Background: an optimization exercise with open tools, aiming at small area and a short achievable clock period. Do not read the settings as production practice.
Where RTL was checked, it was by simulation tests only, not by an equivalence proof against the original.
Power and IR drop assume default switching activity.

## lane 1
==> flow/design.v (excerpt) <==
module cpu_top_level(clk,rst,r0,r1,r2,r3,r4,r5,r6,r7,
                     imem_addr,imem_data,dmem_addr,dmem_wdata,dmem_we,dmem_rdata);
Size in the first run: ~1700 cells after synthesis, ~350 flip-flops, ~210 I/O pins, roughly 17000 um^2 of cells after synthesis.
==> flow/config.mk <==
export PLATFORM = sky130hd
export DESIGN_NAME = cpu_top_level
export DESIGN_NICKNAME = cpu_top_level
export VERILOG_FILES = /design/flow/design.v
export SDC_FILE = /design/flow/constraint.sdc
export NUM_CORES = 4
export LEC_CHECK = 0
export CAP_MARGIN = 20
export CORE_MARGIN = 2
export CORE_UTILIZATION = 40
export GPL_TIMING_DRIVEN = 0
export PLACE_DENSITY = 0.6
export SETUP_SLACK_MARGIN = 4
export SLEW_MARGIN = 20
export TNS_END_PERCENT = 20
==> flow/constraint.sdc <==
create_clock -name core_clock -period 7.0 [get_ports {clk}]
set_input_delay 1.4000 -clock core_clock [delete_from_list [all_inputs] [get_ports {clk}]]
set_output_delay 1.4000 -clock core_clock [all_outputs]
set_load 0.01 [all_outputs]
standard.sh (not shown) runs the stock make flow with config.mk's settings and CLKGATE_MAP_FILE= SYNTH_SCRIPT=/design/flow/synth_recipe.tcl, a recipe that flattens the netlist after the stock synthesis.
==> flow/flow/run.sh <==
#!/bin/bash
# Standard ORFS layout, with the smallest buffer cell on the ports and a clock tree
# of fewer, larger leaf clusters.
set -euo pipefail
bash standard.sh "BUFFER_PORTS_ARGS=-buffer_cell sky130_fd_sc_hd__buf_1" \
  "CTS_ARGS=-sink_clustering_enable -repair_clock_nets -buf_list sky130_fd_sc_hd__clkbuf_16 -sink_clustering_size 24 -sink_clustering_max_diameter 100 -dont_use_dummy_load" \
  finish > standard.log 2>&1
Lane 1 went all the way through the flow, and no timing, DRC or antenna check failed.
Here is what was changed in the inputs of lane 2 compared with lane 1.
# lane 1
export LEC_CHECK = 0
export CAP_MARGIN = 20
export CORE_MARGIN = 2
export CORE_UTILIZATION = 40
export GPL_TIMING_DRIVEN = 0
export PLACE_DENSITY = 0.6
export SETUP_SLACK_MARGIN = 4
export SLEW_MARGIN = 20
export TNS_END_PERCENT = 20
create_clock -name core_clock -period 7.0 [get_ports {clk}]
# lane 2
export LEC_CHECK = 0
export CAP_MARGIN = 20
export CORE_MARGIN = 2
export CORE_UTILIZATION = 40
export PLACE_DENSITY = 0.6
export SETUP_SLACK_MARGIN = 4
export SLEW_MARGIN = 20
create_clock -name core_clock -period 7.0 [get_ports {clk}]
==> flow/flow/run.sh <==
#!/bin/bash
# Standard ORFS layout, with the smallest buffer cell on the ports.
set -euo pipefail
bash standard.sh "BUFFER_PORTS_ARGS=-buffer_cell sky130_fd_sc_hd__buf_1" finish > standard.log 2>&1
==> results.txt <==
Changes observed in lane 2 relative to lane 1: initial antenna violation count fell by 2, via count fell by 775.
Total track usage delta for lane 2 relative to lane 1: 3.0 points lower
Lower number of clock buffers in the layout goes to lane 1 over lane 2.
Lane 2 vs. lane 1: overall power went up by 710 uW.
Re total CTS buffers: lane 1 was lower than lane 2.
Setup changes, lane 2 to lane 3
==> flow/flow/run.sh <==
#!/bin/bash
# Standard ORFS layout, with the smallest buffer cell on the ports and a clock tree
# of fewer, larger leaf clusters.
set -euo pipefail
bash standard.sh "BUFFER_PORTS_ARGS=-buffer_cell sky130_fd_sc_hd__buf_1" \
  "CTS_ARGS=-sink_clustering_enable -repair_clock_nets -buf_list sky130_fd_sc_hd__clkbuf_16 -sink_clustering_size 30 -sink_clustering_max_diameter 100 -dont_use_dummy_load" \
  finish > standard.log 2>&1
### Flow results
- The height of the chip of lane 3 and that of lane 2 are within noise of each other.
- The total of plain and repair buffers excluding clock buffers reported for lane 3 is greater than that of lane 2 by 1.
- As far as die outline area goes, lane 2 and lane 3 are indistinguishable; the numbers are identical.
- Measured slew at the worst slew-check pin ended up 0.019 ns higher on lane 3 than on lane 2.
- Lane 2 reports its end point of the critical path as r0[2] while lane 3 reports pc[15]$_SDFFE_PP0P_.
- Mean routed wirelength per cell delta for lane 3 relative to lane 2: 1.7% higher
- The lower routed wire length came out of lane 3.
- Looking at final design instance area without fill, lane 3 sits about 4.5% lower than lane 2 does.
- Lane 2 reports its start-to-end type of the worst setup path as reg -> out while lane 3 reports reg -> reg.
- Diff lane 2 -> lane 3 | total buffers and inverters traversed by the critical path | increase of 1
## Diff of input files: lane 4 against lane 3
# lane 3
export LEC_CHECK = 0
export CAP_MARGIN = 20
export CORE_MARGIN = 2
export CORE_UTILIZATION = 40
export PLACE_DENSITY = 0.6
export SETUP_SLACK_MARGIN = 4
export SLEW_MARGIN = 20
create_clock -name core_clock -period 7.0 [get_ports {clk}]
# lane 4
export LEC_CHECK = 0
export CAP_MARGIN = 20
export CORE_MARGIN = 2
export CORE_UTILIZATION = 55
export PLACE_DENSITY = 0.7
export SETUP_SLACK_MARGIN = 4
export SLEW_MARGIN = 20
create_clock -name core_clock -period 7.0 [get_ports {clk}]
diff --git a/flow/flow/run.sh b/flow/flow/run.sh
--- a/flow/flow/run.sh
+++ b/flow/flow/run.sh
@@ -6 +6 @@
-  "CTS_ARGS=-sink_clustering_enable -repair_clock_nets -buf_list sky130_fd_sc_hd__clkbuf_16 -sink_clustering_size 30 -sink_clustering_max_diameter 100 -dont_use_dummy_load" \
+  "CTS_ARGS=-sink_clustering_enable -repair_clock_nets -buf_list sky130_fd_sc_hd__clkbuf_16 -sink_clustering_size 24 -sink_clustering_max_diameter 100 -dont_use_dummy_load" \
Results
Min global-route usage across lane 4 and lane 3: lane 3. Looking at lane 4 and lane 3, the footprint of the flip-flops and latches is a wash. Lane 3 has a higher power than lane 4. CTS buffer count, lane 4 and lane 3: higher on lane 4. Lane 4 vs lane 3: wire length per cell after detailed routing down. Lower first-pass GRT wire length was reported by lane 4, not lane 3. Compared with lane 3, lane 4 shows a lower portion of total power attributed to combinational logic. Between lane 3 and lane 4, internal reg-to-reg setup slack decreased. Relative to lane 3, the number of filler cells placed in the layout measured on lane 4 has decreased by more than a quarter. Looking at critical path capture point, the b_ex[14]$_DFF_P_ result is from lane 4; the pc[15]$_SDFFE_PP0P_ one comes from lane 3. Lane 4 — slew at the pin closest to its max-slew limit 0.21 ns lower, lane 3 as reference.
Modified inputs, lane 5 compared to lane 4
# lane 4
export LEC_CHECK = 0
export CAP_MARGIN = 20
export CORE_MARGIN = 2
export CORE_UTILIZATION = 55
export PLACE_DENSITY = 0.7
export SETUP_SLACK_MARGIN = 4
export SLEW_MARGIN = 20
create_clock -name core_clock -period 7.0 [get_ports {clk}]
# lane 5
export LEC_CHECK = 0
export CAP_MARGIN = 20
export CORE_MARGIN = 2
export CORE_UTILIZATION = 40
export PLACE_DENSITY = 0.6
export SETUP_SLACK_MARGIN = 4
export SLEW_MARGIN = 20
export TNS_END_PERCENT = 20
create_clock -name core_clock -period 7.0 [get_ports {clk}]
Notes after the runs:
- Looking at first-pass GRT wire length, lane 5 sits above lane 4.
- Compared with lane 4, placement row count in lane 5 increased by more than 10%.
- Between lane 4 and lane 5, the flow reports count of placed standard cells in the final layout, fillers left out increasing by a few percent.
- STATUS wire length: lane 5 loses against lane 4

========
cpu_top_level, a different RTL version from the one above (not shown whole).
Size in the first run: about 340 flip-flops, roughly 18000 sq um of cells after synthesis.
export LEC_CHECK = 0
export CAP_MARGIN = 20
export CORE_MARGIN = 2
export CORE_UTILIZATION = 40
export PLACE_DENSITY = 0.6
export SLEW_MARGIN = 20
create_clock -name core_clock -period 7.0 [get_ports {clk}]
==> flow/flow/run.sh <==
#!/bin/bash
# Standard ORFS layout, with the smallest buffer cell on the ports.
set -euo pipefail
bash standard.sh "BUFFER_PORTS_ARGS=-buffer_cell sky130_fd_sc_hd__buf_1" finish > standard.log 2>&1
The first run went through all stages and came out clean.
Edit:
--- a/flow/config.mk
+++ b/flow/config.mk
@@ -11,2 +11,3 @@
 export PLACE_DENSITY = 0.6
+export SETUP_SLACK_MARGIN = 4
 export SLEW_MARGIN = 20
What happened:
- The changed run produced a clean layout
- final cell count increases by 1.6%
- area after synthesis stays the same
- setup slack improved by 890 ps
- total power is higher by 0.69%
- clock-buffer cell count grows by 3
- clock skew stays flat
Edit:
==> flow/run.sh (new file) <==
#!/bin/bash
# synth_recipe.tcl (not shown) runs the flow's synth.tcl, then flattens the netlist and writes it again
# the make line also repeats each setting of config.mk as NAME=value (left out here)
make -C /OpenROAD-flow-scripts/flow DESIGN_CONFIG=/design/flow/config.mk WORK_HOME=/design/flow/orfs CLKGATE_MAP_FILE= SYNTH_SCRIPT=/design/flow/synth_recipe.tcl finish
--- a/flow/config.mk
+++ b/flow/config.mk
@@ -11,3 +11,2 @@
 export PLACE_DENSITY = 0.6
-export SETUP_SLACK_MARGIN = 4
 export SLEW_MARGIN = 20
removed: flow/flow/run.sh
removed: flow/standard.sh
Result: Die area is unchanged; sequential power hardly moves; routed wire length increases slightly; first-iteration DRC count decreases by roughly a tenth; count of clock-buffer cells in the layout decreases by 5; setup slack got worse by 1000 ps.

========
Another version of the RTL of cpu_top_level (not shown whole).
Size in the first run: roughly 1700 cells after synthesis, roughly 210 I/O pins, about 0.017 mm^2 of cells after synthesis.
Settings: LEC_CHECK=0, CAP_MARGIN=20, CORE_MARGIN=2, CORE_UTILIZATION=40, PLACE_DENSITY=0.6, SETUP_SLACK_MARGIN=4.2, SLEW_MARGIN=20; clock period 7.0 ns.
==> flow/flow/run.sh <==
#!/bin/bash
# Standard ORFS layout, with the smallest buffer cell on the ports and a clock tree
# of fewer, larger leaf clusters.
set -euo pipefail
bash standard.sh "BUFFER_PORTS_ARGS=-buffer_cell sky130_fd_sc_hd__buf_1" \
  "CTS_ARGS=-sink_clustering_enable -repair_clock_nets -buf_list sky130_fd_sc_hd__clkbuf_16 -sink_clustering_size 24 -sink_clustering_max_diameter 100 -dont_use_dummy_load" \
  finish > standard.log 2>&1
==> next run, changes <==
--- a/flow/config.mk
+++ b/flow/config.mk
@@ -11,3 +11,3 @@
 export PLACE_DENSITY = 0.6
-export SETUP_SLACK_MARGIN = 4.2
+export SETUP_SLACK_MARGIN = 4
 export SLEW_MARGIN = 20
Outcome: Final area goes down by 3.2%. Critical path depth climbs by 1. Combinational power went down by about 7%.
Function was not checked in any run of this note: the RTL went through the layout flow alone.

========
Setup of JK:
The RTL this note starts from:
==> flow/design.v <==
module cpu_top_level(clk,rst,r0,r1,r2,r3,r4,r5,r6,r7,
                     imem_addr,imem_data,dmem_addr,dmem_wdata,dmem_we,dmem_rdata);
    input clk,rst;
    output [15:0] r0,r1,r2,r3,r4,r5,r6,r7;
    output [15:0] imem_addr;
    input [15:0] imem_data;
    output [15:0] dmem_addr,dmem_wdata;
    output dmem_we;
    input [15:0] dmem_rdata;
    reg [15:0] pc;                        
    reg [15:0] rf1,rf2,rf3,rf4,rf5,rf6,rf7;
    reg        cflag, zflag;
    reg [15:0] ir_id, pc2_id;
    reg [15:0] ir_rr, pc2_rr;
    reg        cancel_rr;
    reg [3:0]  op_ex;
    reg [2:0]  dest_ex;
    reg [8:0]  imm_ex;
    reg [15:0] pc2_ex, a_ex, b_ex;
    reg        wr_ex, we_ex, memop_ex, invb_ex, usec_ex, cin1_ex, nand_ex, kill_ex;
    reg [15:0] res_mem, sd_mem;
    reg        carry_mem;
    reg [2:0]  dest_mem;
    reg        wr_mem, fwd_mem, we_mem, lw_mem, cwr_mem, zwr_mem, cc_mem, zc_mem;
    reg [15:0] res_wb;
    reg        carry_wb;
    reg [2:0]  dest_wb;
    reg        wr_wb, fwd_wb, cwr_wb, zwr_wb, cc_wb, zc_wb;
    assign r0 = pc; assign r1 = rf1; assign r2 = rf2; assign r3 = rf3;
    assign r4 = rf4; assign r5 = rf5; assign r6 = rf6; assign r7 = rf7;
    assign imem_addr = pc;
    wire ex_br   = (op_ex == 4'b1000) | (op_ex == 4'b1001) | (op_ex == 4'b1010);
    wire ex_jal  = (op_ex == 4'b1100);
    wire ex_jlr  = (op_ex == 4'b1101);
    wire ex_jri  = (op_ex == 4'b1111);
    wire ex_lli  = (op_ex == 4'b0011);
    wire ex_lw   = (op_ex == 4'b0100);
    wire flush   = ex_br | ex_jal | ex_jlr | ex_jri;
    wire [15:0] ain = memop_ex ? {{10{imm_ex[5]}}, imm_ex[5:0]} : a_ex;
    wire [15:0] bx  = b_ex ^ {16{invb_ex}};
    wire        cin = usec_ex ? carry_mem : cin1_ex;
    wire [16:0] sum = {1'b0, ain} + {1'b0, bx} + {16'b0, cin};
    wire [15:0] alu = nand_ex ? ~(ain & ~b_ex) : sum[15:0];
    wire        carry_ex = ~kill_ex & (nand_ex | (sum[16] ^ invb_ex));
    wire [15:0] res_ex = kill_ex ? 16'd0 : (ex_jal | ex_jlr) ? pc2_ex :
                         ex_lli ? {7'b0, imm_ex} : alu;
    wire [14:0] off = ex_jal ? {{6{imm_ex[8]}}, imm_ex} : {{9{imm_ex[5]}}, imm_ex[5:0]};
    wire [14:0] tgt_hi = pc2_ex[15:1] + off - 15'd1;
    wire [15:0] target = (ex_br | ex_jal) ? {tgt_hi, pc2_ex[0]} :
                         ex_jlr ? b_ex : alu;
    wire [3:0] op_rr = ir_rr[15:12];
    wire [2:0] fn_rr = ir_rr[2:0];
    wire [2:0] ra = ir_rr[11:9];
    wire [2:0] rb = ir_rr[8:6];
    wire rr_nz   = |ir_rr;
    wire rr_add  = (op_rr == 4'b0001);
    wire rr_nand = (op_rr == 4'b0010);
    wire rr_br   = (op_rr == 4'b1000) | (op_rr == 4'b1001) | (op_rr == 4'b1010);
    wire rr_dwr  = ((op_rr == 4'b0000) & rr_nz) | rr_add | (op_rr == 4'b0100) |
                   (op_rr == 4'b0011) | (op_rr == 4'b1100) | (op_rr == 4'b1101) |
                   (rr_nand & (fn_rr[1:0] != 2'b11));
    wire rr_dwe  = (op_rr == 4'b0101);
    wire [2:0] dest_rr = (rr_add | rr_nand) ? ir_rr[5:3] :
                         (op_rr == 4'b0000) ? ir_rr[8:6] : ir_rr[11:9];
    wire ex_fwd  = wr_ex & ~ex_lli;
    wire freeze  = wr_ex & ex_lw & ((dest_ex == ra) | (dest_ex == rb));
    wire [15:0] mem_val = lw_mem ? dmem_rdata : res_mem;
    reg [15:0] rf_a, rf_b;
    always @(*) begin
        case (ra)
            3'd0: rf_a = pc;  3'd1: rf_a = rf1; 3'd2: rf_a = rf2; 3'd3: rf_a = rf3;
            3'd4: rf_a = rf4; 3'd5: rf_a = rf5; 3'd6: rf_a = rf6; default: rf_a = rf7;
        endcase
        case (rb)
            3'd0: rf_b = pc;  3'd1: rf_b = rf1; 3'd2: rf_b = rf2; 3'd3: rf_b = rf3;
            3'd4: rf_b = rf4; 3'd5: rf_b = rf5; 3'd6: rf_b = rf6; default: rf_b = rf7;
        endcase
    end
    wire [15:0] a_old = (fwd_mem & (dest_mem == ra)) ? mem_val :
                        (fwd_wb  & (dest_wb  == ra)) ? res_wb : rf_a;
    wire [15:0] b_old = (fwd_mem & (dest_mem == rb)) ? mem_val :
                        (fwd_wb  & (dest_wb  == rb)) ? res_wb : rf_b;
    wire hit_a = ex_fwd & (dest_ex == ra);
    wire hit_b = ex_fwd & (dest_ex == rb);
    wire b_imm6 = (op_rr == 4'b0000);
    wire b_imm9 = (op_rr == 4'b1111);
    wire [15:0] a_next = hit_a ? res_ex : a_old;
    wire [15:0] b_next = b_imm6 ? {{10{ir_rr[5]}}, ir_rr[5:0]} :
                         b_imm9 ? {{6{ir_rr[8]}}, ir_rr[8:0], 1'b0} :
                         hit_b ? res_ex : b_old;
    wire wb_wr = wr_wb & (~cc_wb | cflag) & (~zc_wb | zflag);
    wire [15:0] rf_wd = res_wb & {16{~rst}};
    wire [7:0]  rf_we = {8{rst}} | ({8{wb_wr}} & (8'd1 << dest_wb));
    wire [15:0] pc2_if = {pc[15:1] + 15'd1, pc[0]};
    wire clr_ex = rst | freeze;
    always @(posedge clk) begin
        if (rst) pc <= 16'd0;
        else if (!freeze) pc <= flush ? target : pc2_if;
        else if (wb_wr && dest_wb == 3'd0) pc <= res_wb;
        if (rf_we[1]) rf1 <= rf_wd;
        if (rf_we[2]) rf2 <= rf_wd;
        if (rf_we[3]) rf3 <= rf_wd;
        if (rf_we[4]) rf4 <= rf_wd;
        if (rf_we[5]) rf5 <= rf_wd;
        if (rf_we[6]) rf6 <= rf_wd;
        if (rf_we[7]) rf7 <= rf_wd;
        if (cwr_wb) cflag <= carry_wb;
        if (zwr_wb) zflag <= ~|res_wb;
        if (rst) ir_id <= 16'd0;
        else if (!freeze) ir_id <= flush ? 16'd0 : imem_data;
        if (!freeze) pc2_id <= pc2_if;
        if (rst) ir_rr <= 16'd0;
        else if (!freeze) ir_rr <= ir_id;
        if (!freeze) begin
            pc2_rr <= pc2_id;
            cancel_rr <= flush;
        end
        kill_ex <= clr_ex;
        if (clr_ex) begin
            op_ex <= 4'd0; wr_ex <= 1'b0; we_ex <= 1'b0;
        end else begin
            op_ex <= op_rr;
            wr_ex <= rr_dwr & ~cancel_rr & ~flush;
            we_ex <= rr_dwe & ~cancel_rr & ~flush;
        end
        begin
            memop_ex <= (op_rr == 4'b0100) | (op_rr == 4'b0101);
            invb_ex <= (rr_add & fn_rr[2]) | rr_br;
            usec_ex <= rr_add & (fn_rr[1:0] == 2'b11);
            cin1_ex <= rr_br;
            nand_ex <= rr_nand & fn_rr[2] & (fn_rr[1:0] != 2'b11);
            a_ex <= a_next;
            b_ex <= b_next;
        end
        dest_ex <= dest_rr;
        imm_ex <= ir_rr[8:0];
        pc2_ex <= pc2_rr;
        res_mem <= res_ex;
        sd_mem <= a_ex;
        carry_mem <= carry_ex;
        dest_mem <= dest_ex;
        lw_mem <= ex_lw;
        cwr_mem <= (op_ex == 4'b0000) | (op_ex == 4'b0001);
        zwr_mem <= (op_ex == 4'b0000) | (op_ex == 4'b0001) | (op_ex == 4'b0010) | ex_lw;
        cc_mem <= ((op_ex == 4'b0001) | (op_ex == 4'b0010)) & (imm_ex[1:0] == 2'b10);
        zc_mem <= ((op_ex == 4'b0001) | (op_ex == 4'b0010)) & (imm_ex[1:0] == 2'b01);
        if (rst) begin
            wr_mem <= 1'b0; fwd_mem <= 1'b0; we_mem <= 1'b0;
        end else begin
            wr_mem <= wr_ex; fwd_mem <= ex_fwd; we_mem <= we_ex;
        end
        res_wb <= mem_val;
        carry_wb <= carry_mem;
        dest_wb <= dest_mem;
        cwr_wb <= cwr_mem; zwr_wb <= zwr_mem; cc_wb <= cc_mem; zc_wb <= zc_mem;
        if (rst) begin
            wr_wb <= 1'b0; fwd_wb <= 1'b0;
        end else begin
            wr_wb <= wr_mem; fwd_wb <= fwd_mem;
        end
    end
    assign dmem_addr = res_mem;
    assign dmem_wdata = sd_mem;
    assign dmem_we = we_mem;
endmodule
export LEC_CHECK = 0
export CAP_MARGIN = 20
export CORE_MARGIN = 2
export CORE_UTILIZATION = 40
export CTS_BUF_LIST = sky130_fd_sc_hd__clkbuf_8
export PLACE_DENSITY = 0.6
export SETUP_SLACK_MARGIN = 4
export SLEW_MARGIN = 20
create_clock -name core_clock -period 7.0 [get_ports {clk}]
==> flow/flow/run.sh <==
#!/bin/bash
# Standard ORFS layout, with the smallest buffer cell on the ports.
set -euo pipefail
bash standard.sh "BUFFER_PORTS_ARGS=-buffer_cell sky130_fd_sc_hd__buf_1" finish > standard.log 2>&1
JK: all stages complete, timing, DRC and antenna checks passed
Here is what was changed in the inputs of MS compared with JK.
- changing SETUP_SLACK_MARGIN from 4 to 4.6
- removing CTS_BUF_LIST (formerly sky130_fd_sc_hd__clkbuf_8)
## What came out
MS -> JK: post-detailed-route via-to-cell ratio flat. Changes observed in MS relative to JK: clock buffer count from CTS lost 18, area used by sequential logic in the layout rose about 1.1%.
For AL, these inputs were changed with respect to MS:
- SETUP_SLACK_MARGIN changed from 4.6 to 4
--- outcome ---
Sort AL and MS by count of cells along the worst register-to-register path, descending, and AL comes first. Actual slew at the worst max-slew pin (higher): MS. Compared with MS, the router placed fewer vias in AL. Final worst-path cycle share (higher): AL. The final layout from AL, which completed every stage, passed the timing, DRC and antenna checks at the end of the flow. Cell area after layout, AL vs MS: down by more than 10%. Net count of the finished layout in AL is 204 below MS. MS → AL: combinational share of power saw a decrease; total design power saw a decrease.
### AL -> TR
- changing SETUP_SLACK_MARGIN from 4 to 4.3
==> comparison <==
Measured against each other, AL and TR differ in clock network power share, the higher figure coming from TR.
Of TR and AL, it is TR that has the higher number of cells on the critical path.
In the tables for AL and TR, proportion of power drawn by combinational gates reads lower with AL.
Function was not checked in any run of this note: the RTL went through the layout flow alone.

## separate check: timing with driven ports
How much do the figures lean on ideal ports? The routed layouts below were timed once more, with nothing changed but the port constraints. Step 1, drivers: a clkbuf_16 drives clk and a buf_2 each remaining input, both assumed. Step 2 moves the port delays by t, midway between the first and last clock arrival at a register: inputs arrive t later, outputs are due t later. That takes back most of the time a late clock gives input paths. a / b / c = no drivers / after step 1 / after step 2; a / b = the first two.
| run | t, ns | slack for setup (ns) | latest minus earliest clock arrival (ns) | worst register clock-pin slew, ns |
|---|---|---|---|---|
| lane 1 | 0.596 | 3.863 / 3.809 / 3.741 | 0.062 / 0.062 | 0.11 / 0.11 |
| lane 2 | 0.619 | 3.991 / 3.932 / 3.878 | 0.028 / 0.027 | 0.07 / 0.07 |
| lane 3 | 0.573 | 4.020 / 3.997 / 3.914 | 0.072 / 0.072 | 0.12 / 0.12 |
| lane 4 | 0.575 | 3.962 / 3.949 / 3.936 | 0.036 / 0.036 | 0.11 / 0.11 |
| lane 5 | 0.574 | 3.938 / 3.938 / 3.922 | 0.069 / 0.069 | 0.11 / 0.11 |
| the first run of note 2 | 0.613 | 3.048 / 3.048 / 3.048 | 0.021 / 0.021 | 0.07 / 0.07 |
| the second run of note 2 | 0.611 | 3.938 / 3.938 / 3.375 | 0.018 / 0.018 | 0.06 / 0.06 |
| the third run of note 2 | 0.616 | 2.918 / 2.918 / 2.918 | 0.026 / 0.026 | 0.07 / 0.07 |
| the first run of note 3 | 0.587 | 4.054 / 4.054 / 3.714 | 0.053 / 0.053 | 0.11 / 0.11 |
| the second run of note 3 | 0.589 | 3.948 / 3.948 / 3.462 | 0.022 / 0.021 | 0.11 / 0.11 |
| JK | 0.672 | 3.986 / 3.967 / 3.521 | 0.037 / 0.038 | 0.07 / 0.07 |
| MS | 0.613 | 3.987 / 3.987 / 3.961 | 0.036 / 0.036 | 0.07 / 0.07 |
| AL | 0.599 | 3.947 / 3.947 / 3.482 | 0.019 / 0.019 | 0.07 / 0.07 |
| TR | 0.614 | 3.899 / 3.899 / 3.819 | 0.042 / 0.042 | 0.06 / 0.06 |
After both steps every run listed still meets setup and hold. The setup slack of the second run of note 2, which loses most, moves by 0.000 ns with the drivers and by -0.563 ns with both steps.
